This is an optimization exercise on Yosys and OpenROAD, whose aim is small area, not a production implementation.
At most, simulation tests tie the RTL to the original design; equivalence was not proved.

==> 06-15 <==
==> flow/design.v <==
`timescale 1ns / 1ps
module Top_UART(
    input wire i_clk,
    input wire i_reset,
    input wire i_rx,
    output wire o_tx,
    output wire [7:0] operando_A, operando_B
);
    reg [8:0] bcnt;
    wire tick = (bcnt == 9'd325);
    always @(posedge i_clk)
        if (i_reset | tick) bcnt <= 9'd0;
        else                bcnt <= bcnt + 9'd1;
    reg        ridle;
    reg [3:0]  rt;
    reg [9:0]  rsr;
    wire rseg    = tick & (rt == 4'd15);
    wire rx_done = ~ridle & rseg & rsr[0] & i_rx;
    wire [7:0] rbyte = rsr[9:2];
    always @(posedge i_clk) begin
        if (i_reset)
            ridle <= 1'b1;
        else if (ridle) begin
            if (~i_rx) ridle <= 1'b0;
        end else if (rseg & rsr[0])
            ridle <= 1'b1;
    end
    always @(posedge i_clk) begin
        if (ridle) begin
            rt  <= 4'd8;
            rsr <= 10'b10_0000_0000;
        end else begin
            if (tick) rt <= rt + 4'd1;
            if (rseg) rsr <= {i_rx, rsr[9:1]};
        end
    end
    reg [1:0] ist;           
    reg [7:0] ra, rb;
    always @(posedge i_clk) begin
        if (i_reset) begin
            ist <= 2'd0;
            ra  <= 8'd0;
            rb  <= 8'd0;
        end else if (rx_done) begin
            ist <= {ist[0], ~(ist[1] | ist[0])};
            if (ist == 2'd0) ra <= rbyte;
            if (ist == 2'd1) rb <= rbyte;
        end
    end
    assign operando_A = ra;
    assign operando_B = rb;
    wire load = rx_done & ist[1];
    localparam C_ADD = 4'd0, C_SUB = 4'd1, C_AND = 4'd2, C_OR = 4'd3,
               C_XOR = 4'd4, C_NOR = 4'd5, C_SRA = 4'd6, C_SRL = 4'd7,
               C_FF = 4'd8;
    reg [3:0] opc;
    reg [3:0] cls;
    always @(*) begin
        case (rbyte[5:0])
            6'b100000: cls = C_ADD;
            6'b100010: cls = C_SUB;
            6'b100100: cls = C_AND;
            6'b100101: cls = C_OR;
            6'b100110: cls = C_XOR;
            6'b101001: cls = C_NOR;
            6'b100111: cls = C_SRA;
            6'b101000: cls = C_SRL;
            default:   cls = C_FF;
        endcase
    end
    always @(posedge i_clk)
        if (load) opc <= cls;
    reg [7:0] tc;
    wire [3:0] s = tc[7:4];
    wire pre = ~s[3] & s[2] & ~s[0];
    wire tadv = pre | (tick & (s[3] | s[2]));
    always @(posedge i_clk) begin
        if (i_reset)   tc <= 8'd0;
        else if (load) tc <= 8'h6E;
        else if (tadv) tc <= tc + 8'd1;
    end
    wire tseg = tick & (tc[3:0] == 4'd15);
    wire [2:0] bi = s[2:0];
    wire shift = (opc == C_SRA) | (opc == C_SRL);
    wire [3:0] bidx = {1'b0, bi} + (shift ? {1'b0, ra[2:0]} : 4'd0);
    wire ovf = bidx[3] | (|ra[7:3]);
    wire a = ra[bi];
    wire b = rb[bidx[2:0]];
    reg cy;
    wire sub = (opc == C_SUB);
    wire bx = b ^ sub;
    wire cout = (a & bx) | (a & cy) | (bx & cy);
    always @(posedge i_clk)
        if (~s[3])     cy <= sub;
        else if (tseg) cy <= cout;
    reg rbit;
    always @(*) begin
        case (opc)
            C_ADD, C_SUB: rbit = a ^ bx ^ cy;
            C_AND: rbit = a & b;
            C_OR:  rbit = a | b;
            C_XOR: rbit = a ^ b;
            C_NOR: rbit = ~(a | b);
            C_SRA: rbit = ovf ? rb[7] : b;
            C_SRL: rbit = ~ovf & b;
            default: rbit = 1'b1;
        endcase
    end
    reg txr;
    always @(posedge i_clk)
        if (i_reset) txr <= 1'b0;
        else         txr <= s[3] ? rbit : ~s[0];
    assign o_tx = txr;
endmodule
==> flow/run.sh <==
#!/bin/bash
# synth_recipe.tcl (not shown) runs the flow's synth.tcl, then flattens the netlist and writes it again
# the make line also repeats each setting of config.mk as NAME=value (left out here)
make -C /OpenROAD-flow-scripts/flow DESIGN_CONFIG=/design/flow/config.mk WORK_HOME=/design/flow/orfs CLKGATE_MAP_FILE= SYNTH_SCRIPT=/design/flow/synth_recipe.tcl finish
==> flow/config.mk <==
export PLATFORM = sky130hd
export DESIGN_NAME = Top_UART
export DESIGN_NICKNAME = Top_UART
export VERILOG_FILES = /design/flow/design.v
export SDC_FILE = /design/flow/constraint.sdc
export NUM_CORES = 4
export LEC_CHECK = 0
export CAP_MARGIN = 20
export CORE_MARGIN = 2
export CORE_UTILIZATION = 40
export SLEW_MARGIN = 20
==> flow/constraint.sdc <==
create_clock -name core_clock -period 10.0 [get_ports {i_clk}]
set_input_delay 2.0000 -clock core_clock [delete_from_list [all_inputs] [get_ports {i_clk}]]
set_output_delay 2.0000 -clock core_clock [all_outputs]
set_load 0.01 [all_outputs]
==> 09-24 (differences from 06-15) <==
==> flow/design.v, changed modules only <==
module Top_UART(
    input wire i_clk,
    input wire i_reset,
    input wire i_rx,
    output wire o_tx,
    output wire [7:0] operando_A, operando_B
);
    reg [8:0] bcnt;
    wire tick = bcnt[0] & ~bcnt[2] & ~bcnt[5] & bcnt[6] & bcnt[7] & ~bcnt[8];
    always @(posedge i_clk)
        if (i_reset | tick) bcnt <= 9'd17;
        else                bcnt <= {~bcnt[7:0], bcnt[8] ^ bcnt[1]};
    reg        ridle;
    reg [3:0]  rt;
    reg [9:0]  rsr;
    wire rseg    = tick & (rt == 4'd15);
    wire rx_done = ~ridle & rseg & rsr[0] & i_rx;
    wire [7:0] rbyte = rsr[9:2];
    always @(posedge i_clk) begin
        if (i_reset)
            ridle <= 1'b1;
        else if (ridle) begin
            if (~i_rx) ridle <= 1'b0;
        end else if (rseg & rsr[0])
            ridle <= 1'b1;
    end
    always @(posedge i_clk) begin
        if (ridle) begin
            rt  <= 4'd8;
            rsr <= 10'b10_0000_0000;
        end else begin
            if (tick) rt <= rt + 4'd1;
            if (rseg) rsr <= {i_rx, rsr[9:1]};
        end
    end
    reg [1:0] ist;           
    reg [7:0] ra, rb;
    always @(posedge i_clk)
        if (i_reset)      ist <= 2'd0;
        else if (rx_done) ist <= {ist[0], ~(ist[1] | ist[0])};
    wire [7:0] rdat = rbyte & {8{~i_reset}};
    always @(posedge i_clk) begin
        if (i_reset | (rx_done & (ist == 2'd0))) ra <= rdat;
        if (i_reset | (rx_done & (ist == 2'd1))) rb <= rdat;
    end
    assign operando_A = ra;
    assign operando_B = rb;
    wire load = rx_done & ist[1];
    reg [7:0] tc;
    wire [3:0] s = tc[7:4];
    wire pre = ~s[3] & s[2] & ~s[0];
    wire tadv = pre | (tick & (s[3] | s[2]));
    wire tend = (tc[3:0] == 4'd15);
    always @(posedge i_clk) begin
        if (load)      tc[3:0] <= 4'hE;
        else if (tadv) tc[3:0] <= tc[3:0] + 4'd1;
        if (i_reset)   tc[7:4] <= 4'd0;
        else if (load) tc[7:4] <= 4'd6;
        else if (tadv & tend) tc[7:4] <= tc[7:4] + 4'd1;
    end
    wire tseg = tick & tend;
    wire [5:0] o = rbyte[5:0];
    wire valid = o[5] & ~o[4] & ~(o[3] & (o[2] | o[1])) & ~(~o[3] & ~o[2] & o[0]);
    reg [2:0] opc;
    reg cy;
    wire [2:0] bi = s[2:0];
    wire p2 = opc[2], p1 = opc[1], p0 = opc[0];
    wire shift = (~p2 & p1 & p0 & cy) | (p2 & ~p1 & ~cy);
    wire [3:0] bidx = {1'b0, bi} + (shift ? {1'b0, ra[2:0]} : 4'd0);
    wire ovf = bidx[3] | (|ra[7:3]);
    wire a = ra[bi];
    wire b = rb[bidx[2:0]];
    wire sub = ~p2 & ~p1 & p0;
    wire bx = b ^ sub;
    wire sum = a ^ bx ^ cy;
    wire mj = (a & bx) | (a & cy) | (bx & cy);
    wire upd = ~p2 & ~p1;
    always @(posedge i_clk) begin
        if (load) begin
            opc <= o[3:1] | {3{~valid}};
            cy  <= o[0] | (~o[2] & o[1]);
        end else if (tseg & upd & s[3])
            cy <= mj;
    end
    wire shb = ovf ? (cy & rb[7]) : b;
    wire rbit = p2 ? (p1 ? 1'b1 : (cy ? ~mj : shb)) : (p1 ? (p0 ? (cy ? shb : sum) : mj) : sum);
    reg txr;
    always @(posedge i_clk)
        if (i_reset) txr <= 1'b0;
        else         txr <= s[3] ? rbit : ~s[0];
    assign o_tx = txr;
endmodule
==> flow/flow/run.sh (new file) <==
#!/bin/bash
# The standard layout with three changes:
#  - the synthesis script is the standard flow's own, except that ABC maps the logic with
#    an area-oriented script (flow/area.abc); registers are mapped as before;
#  - port buffers are the smallest buffer (buf_1);
#  - clock tree buffers are small ones, without dummy loads.
set -euo pipefail
here=$(pwd)
export FLOW_ABC_SCRIPT=$here/flow/area.abc
{ head -n 1 synth_recipe.tcl; cat flow/abc_override.tcl; tail -n +2 synth_recipe.tcl; } > flow_synth.tcl
bash standard.sh \
  SYNTH_SCRIPT=$here/flow_synth.tcl \
  "BUFFER_PORTS_ARGS=-buffer_cell sky130_fd_sc_hd__buf_1" \
  "CTS_ARGS=-sink_clustering_enable -repair_clock_nets -dont_use_dummy_load -buf_list sky130_fd_sc_hd__clkbuf_8" \
  finish > flow_standard.log 2>&1
==> flow/flow/abc_override.tcl (new file) <==
# ORFS maps the logic with one abc call; give it an area-oriented script.
proc abc {args} {
  set i [lsearch -exact $args -script]
  if {$i >= 0} { lset args [expr {$i + 1}] $::env(FLOW_ABC_SCRIPT) }
  yosys abc {*}$args
}
==> flow/flow/area.abc (new file) <==
strash
dch -f
amap
topo
==> flow/standard.sh (new file) <==
#!/bin/bash
# synth_recipe.tcl (not shown) runs the flow's synth.tcl, then flattens the netlist and writes it again
# the make line also repeats each setting of config.mk as NAME=value (left out here)
make -C /OpenROAD-flow-scripts/flow DESIGN_CONFIG=/design/flow/config.mk WORK_HOME=/design/flow/orfs CLKGATE_MAP_FILE= SYNTH_SCRIPT=/design/flow/synth_recipe.tcl "${@:-finish}"
removed: flow/run.sh
==> metrics.md <==
| Metric | Value |
|---|---|
| Outcome | `finished clean` |
| Cell depth of the worst hold path | `2` |
| Core occupancy in the finished layout | `around 47%` |
| Layout Nets | `~300` |
| RD Place Congestion | `0.751` |
[end of results for 06-15]
==> metrics.md <==
| Metric | Value |
|---|---|
| Outcome | `finished clean` |
| Core occupancy in the finished layout | `45.7%` |
| RD Place Congestion | `~0.79` |
| Layout Nets | `~260` |
| Cell depth of the worst hold path | `1` |
[end of results for 09-24]
The RTL of 09-24 was laid out without a check of its function.

-- separate check: timing with driven ports --
Ports are ideal in the flow. The routed layouts listed here were re-timed in OpenROAD. Step 1, drivers: a clkbuf_16 drives i_clk and a buf_2 each remaining input, both assumed. Step 2 adds t to the input delays and takes it off the output delays; t is the mean of the earliest and latest rising clock arrival at the registers after step 1. Input paths then give back, and output paths get back, about the clock's delay inside the block. Three values: ideal ports, drivers, drivers and shift; two values: the first two.
run | t (ns) | setup WS [ns] | worst setup path at the end | latest minus earliest clock arrival (ns)
06-15 | 0.333 | 6.425 / 6.425 / 6.278 | input to register | 0.006 / 0.006
09-24 | 0.320 | 6.104 / 6.104 / 6.104 | register to register | 0.014 / 0.015
After both steps every run listed still meets setup and hold. For 06-15, which loses most, drivers alone change the setup slack by 0.000 ns; drivers and shift together by -0.147 ns.
